This is an optimization exercise on Yosys and OpenROAD, whose aim is small area, not a production implementation.
Only simulation tests tie the RTL to the original design; equivalence was not proved.
No activity file was given, so power comes from the tool's default toggle rates.

==> flow/design.v <==
module ALU(input [7:0] a, b, input [3:0] oper, input clk,
           output reg [7:0] msb, lsb);
    wire [7:0] pp [0:7];
    wire [7:0] s  [0:7];    
    wire [6:0] c  [0:7];    
    wire [15:0] prod;
    genvar i, j, k;
    generate
        for (i = 0; i < 8; i = i + 1) begin : ppg
            assign pp[i] = a & {8{b[i]}};
        end
        assign s[0] = pp[0];
        assign c[0] = 7'h00;
        for (i = 1; i < 8; i = i + 1) begin : mrow
            for (j = 0; j < 7; j = j + 1) begin : mcl
                wire x = pp[i][j];
                wire y = s[i-1][j+1];
                wire z = c[i-1][j];
                assign s[i][j] = x ^ y ^ z;
                assign c[i][j] = (x & y) | (x & z) | (y & z);
            end
            assign s[i][7] = pp[i][7];
        end
        for (i = 0; i < 8; i = i + 1) begin : plo
            assign prod[i] = s[i][0];
        end
    endgenerate
    wire [7:0] fc;
    assign fc[0] = 1'b0;
    generate
        for (j = 0; j < 7; j = j + 1) begin : fadd
            wire x = s[7][j+1];
            wire y = c[7][j];
            assign prod[8+j] = x ^ y ^ fc[j];
            assign fc[j+1] = (x & y) | (x & fc[j]) | (y & fc[j]);
        end
    endgenerate
    assign prod[15] = fc[7];
    wire isdiv = (oper == 4'h3) | (oper == 4'h4);
    wire add   = (oper == 4'h0);
    wire gt    = (oper == 4'hE);
    wire [7:0] q;
    wire co;
    generate
        for (k = 7; k >= 0; k = k - 1) begin : row
            localparam integer W = 8 - k;
            wire [W-1:0] x;
            wire [W-1:0] bb;
            wire [W:0]   cc;
            wire [W-1:0] r;
            wire         qq;
            if (k == 7) begin : first
                assign x = a[7];
            end else begin : next
                assign x = {row[k+1].r, a[k]};
            end
            if (k == 0) begin : r0
                assign bb = b ^ {8{add}};
                assign cc[0] = ~(add | gt);
                assign qq = ~isdiv | cc[W];
                assign co = cc[W];
            end else begin : rk
                assign bb = b[W-1:0];
                assign cc[0] = 1'b1;
                assign qq = isdiv & ~|b[7:W] & cc[W];
            end
            for (j = 0; j < W; j = j + 1) begin : bt
                assign cc[j+1] = (x[j] & ~bb[j]) | (x[j] & cc[j]) | (~bb[j] & cc[j]);
                assign r[j] = x[j] ^ (qq & (~bb[j] ^ cc[j]));
            end
            assign q[k] = (k == 0) ? cc[W] : qq;
        end
    endgenerate
    wire [7:0] rem = row[0].r;
    always @(posedge clk) begin
        case (oper)
            4'h0: {msb, lsb} <= {7'h00, co, rem};
            4'h1: {msb, lsb} <= {{8{~co}}, rem};
            4'h2: {msb, lsb} <= prod;
            4'h3: {msb, lsb} <= {8'h00, q};
            4'h4: {msb, lsb} <= {8'h00, rem};
            4'h5: {msb, lsb} <= {8'h00, a & b};
            4'h6: {msb, lsb} <= {8'hFF, ~(a & b)};
            4'h7: {msb, lsb} <= {8'h00, a | b};
            4'h8: {msb, lsb} <= {8'hFF, ~(a | b)};
            4'h9: {msb, lsb} <= {8'h00, a ^ b};
            4'hA: {msb, lsb} <= {8'hFF, a ~^ b};
            4'hB: {msb, lsb} <= {8'hFF, ~a};
            4'hC: {msb, lsb} <= {7'h00, a, 1'b0};
            4'hD: {msb, lsb} <= {9'h000, a[7:1]};
            4'hE: {msb, lsb} <= {15'h0000, co};
            default: {msb, lsb} <= {15'h0000, ~co};
        endcase
    end
endmodule
clock: 12.5 ns
lec_check: 0
cap_margin: 0
core_margin: 2
core_utilization: 40
gpl_timing_driven: 0
setup_slack_margin: -1.0
slew_margin: 0
standard.sh (not shown) runs the stock make flow with config.mk's settings and CLKGATE_MAP_FILE= SYNTH_SCRIPT=/design/flow/synth_recipe.tcl, a recipe that flattens the netlist after the stock synthesis.
==> flow/flow/run.sh <==
#!/bin/bash
# Own flow: the standard synthesis (kept for reference), then the
# hand-built netlist in flow/net.v (same registers, same names) in its place,
# then the standard layout from floorplan to finish. Port buffers are
# buf_1 cells.
set -euo pipefail
R=orfs/results/$FLOW_PLATFORM/ALU/base
bash standard.sh synth > std_synth.log 2>&1
cp $R/1_2_yosys.v std_1_2_yosys.v
cp flow/net.v $R/1_2_yosys.v
touch $R/1_2_yosys.v
bash standard.sh "BUFFER_PORTS_ARGS=-buffer_cell sky130_fd_sc_hd__buf_2" finish > layout.log 2>&1
Other scripts of this flow, unchanged in this note and not shown: flow/flow/net.v
The baseline completed with no timing, DRC or antenna violations.
Next try:
Settings changed: GPL_TIMING_DRIVEN 0 to unset, SETUP_SLACK_MARGIN -1.0 to -0.5.
Power is about the same.
Fmax rose by 3.1%.
Global-route usage climbs by 0.60 points.
Final area is higher by 1.5%.
Via count went up by about 2%.
Sequential power stays flat.
Cell count grows by about 1%.
Routed wire length rises by 3.9%.
Area after synthesis does not change.
Synthesized cell count stays the same.
Worst setup slack improves by 0.36 ns.

---

RTL: the design.v shown in full above, as it stands there.
==> flow/config.mk <==
export PLATFORM = sky130hd
export DESIGN_NAME = ALU
export DESIGN_NICKNAME = ALU
export VERILOG_FILES = /design/flow/design.v
export SDC_FILE = /design/flow/constraint.sdc
export NUM_CORES = 4
export LEC_CHECK = 0
export CAP_MARGIN = 0
export CORE_MARGIN = 2
export CORE_UTILIZATION = 40
export CTS_BUF_LIST = sky130_fd_sc_hd__clkbuf_4
export GPL_TIMING_DRIVEN = 0
export SETUP_SLACK_MARGIN = -0.8
export SLEW_MARGIN = 0
==> flow/constraint.sdc <==
create_clock -name core_clock -period 12.5 [get_ports {clk}]
set_input_delay 2.5000 -clock core_clock [delete_from_list [all_inputs] [get_ports {clk}]]
set_output_delay 2.5000 -clock core_clock [all_outputs]
set_load 0.01 [all_outputs]
Scripts as last shown in full above: flow/flow/run.sh
Other scripts of this flow, unchanged in this note and not shown: flow/flow/net.v
Rerun with:
Settings changed: SETUP_SLACK_MARGIN -0.8 to -1.1.
Non-clock buffer count goes down by 1.
First-iteration DRC count goes down by 6.8%.
Clock power stays flat.
Sequential share of layout area is about the same.
Sequential power stays flat.

---

Starts from the design.v that is shown in full above.
export LEC_CHECK = 0
export CAP_MARGIN = 20
export CORE_MARGIN = 2
export CORE_UTILIZATION = 40
export SLEW_MARGIN = 20
create_clock -name core_clock -period 12.5 [get_ports {clk}]
==> flow/flow/run.sh <==
#!/bin/bash
# Own flow: the standard synthesis (kept for reference), then the
# hand-built netlist in flow/net.v (same registers, same names) in its place,
# then the standard layout from floorplan to finish. Port buffers are
# buf_1 cells.
set -euo pipefail
R=orfs/results/$FLOW_PLATFORM/ALU/base
bash standard.sh synth > std_synth.log 2>&1
cp $R/1_2_yosys.v std_1_2_yosys.v
cp flow/net.v $R/1_2_yosys.v
touch $R/1_2_yosys.v
bash standard.sh "BUFFER_PORTS_ARGS=-buffer_cell sky130_fd_sc_hd__buf_1" finish > layout.log 2>&1
Other scripts of this flow, unchanged in this note and not shown: flow/flow/net.v
The first run ran to the end with no violations.
Then changed:
--- a/flow/flow/run.sh
+++ b/flow/flow/run.sh
@@ -10,3 +10,3 @@
 cp flow/net.v $R/1_2_yosys.v
 touch $R/1_2_yosys.v
-bash standard.sh "BUFFER_PORTS_ARGS=-buffer_cell sky130_fd_sc_hd__buf_1" finish > layout.log 2>&1
+bash standard.sh finish > layout.log 2>&1
Result: Cell area climbs by roughly a tenth; flip-flop and latch count stays the same; count of clock-buffer cells in the layout is unchanged; worst setup slack loses 230 ps; via count rose by a few percent; global-route usage goes up by 0.52 points; area after synthesis stays the same; clock power drops slightly; wire length grows by a few percent; sequential share of layout area is lower by 0.61 points; hold slack gains 210 ps.
Then changed:
--- a/flow/flow/run.sh
+++ b/flow/flow/run.sh
@@ -10,3 +10,3 @@
 cp flow/net.v $R/1_2_yosys.v
 touch $R/1_2_yosys.v
-bash standard.sh finish > layout.log 2>&1
+bash standard.sh "BUFFER_PORTS_ARGS=-buffer_cell sky130_fd_sc_hd__buf_1" finish > layout.log 2>&1
--- a/flow/config.mk
+++ b/flow/config.mk
@@ -6,6 +6,6 @@
 export NUM_CORES = 4
 export LEC_CHECK = 0
-export CAP_MARGIN = 20
+export CAP_MARGIN = 0
 export CORE_MARGIN = 2
 export CORE_UTILIZATION = 40
-export SLEW_MARGIN = 20
+export SLEW_MARGIN = 0
After rerunning:
- The new run went through all stages and came out clean
- setup slack improves by 220 ps
- global-route usage falls by 0.52 points
- total power decreases by a few percent
- utilization is lower by 4.5 points
- sequential power stays flat
- critical path depth increases by 1
- cell count is lower by a few percent
- routed wire length drops by a few percent

## afterwards: timing with drivers on the ports
How much do the figures lean on ideal ports? The routed layouts below were timed once more, with nothing changed but the port constraints. Step 1 sets driving cells, clkbuf_16 on the clock port and buf_2 on the other inputs (assumed; they add their load-dependent delay and slew). Step 2 also shifts input and output timing later by t, the mid clock arrival at the registers, as if the neighbouring blocks saw the same clock. a / b / c = no drivers / after step 1 / after step 2; a / b = the first two.
run	t (ns)	setup WS [ns]	hold slack, ns
the first run of note 1	0.258	0.359 / 0.361 / 0.103	2.719 / 2.726 / 2.908
the second run of note 1	0.260	0.722 / 0.725 / 0.465	2.711 / 2.720 / 2.912
the first run of note 2	0.305	0.727 / 0.730 / 0.425	2.668 / 2.671 / 2.927
the second run of note 2	0.307	0.536 / 0.540 / 0.233	2.675 / 2.679 / 2.926
the first run of note 3	0.272	0.668 / 0.673 / 0.401	2.797 / 2.792 / 2.902
the second run of note 3	0.265	0.440 / 0.443 / 0.178	3.008 / 3.010 / 3.251
the third run of note 3	0.271	0.661 / 0.665 / 0.395	2.799 / 2.794 / 2.903
After both steps every run listed still meets setup and hold. The setup slack of the second run of note 2, which loses most, moves by +0.004 ns with the drivers and by -0.303 ns with both steps.
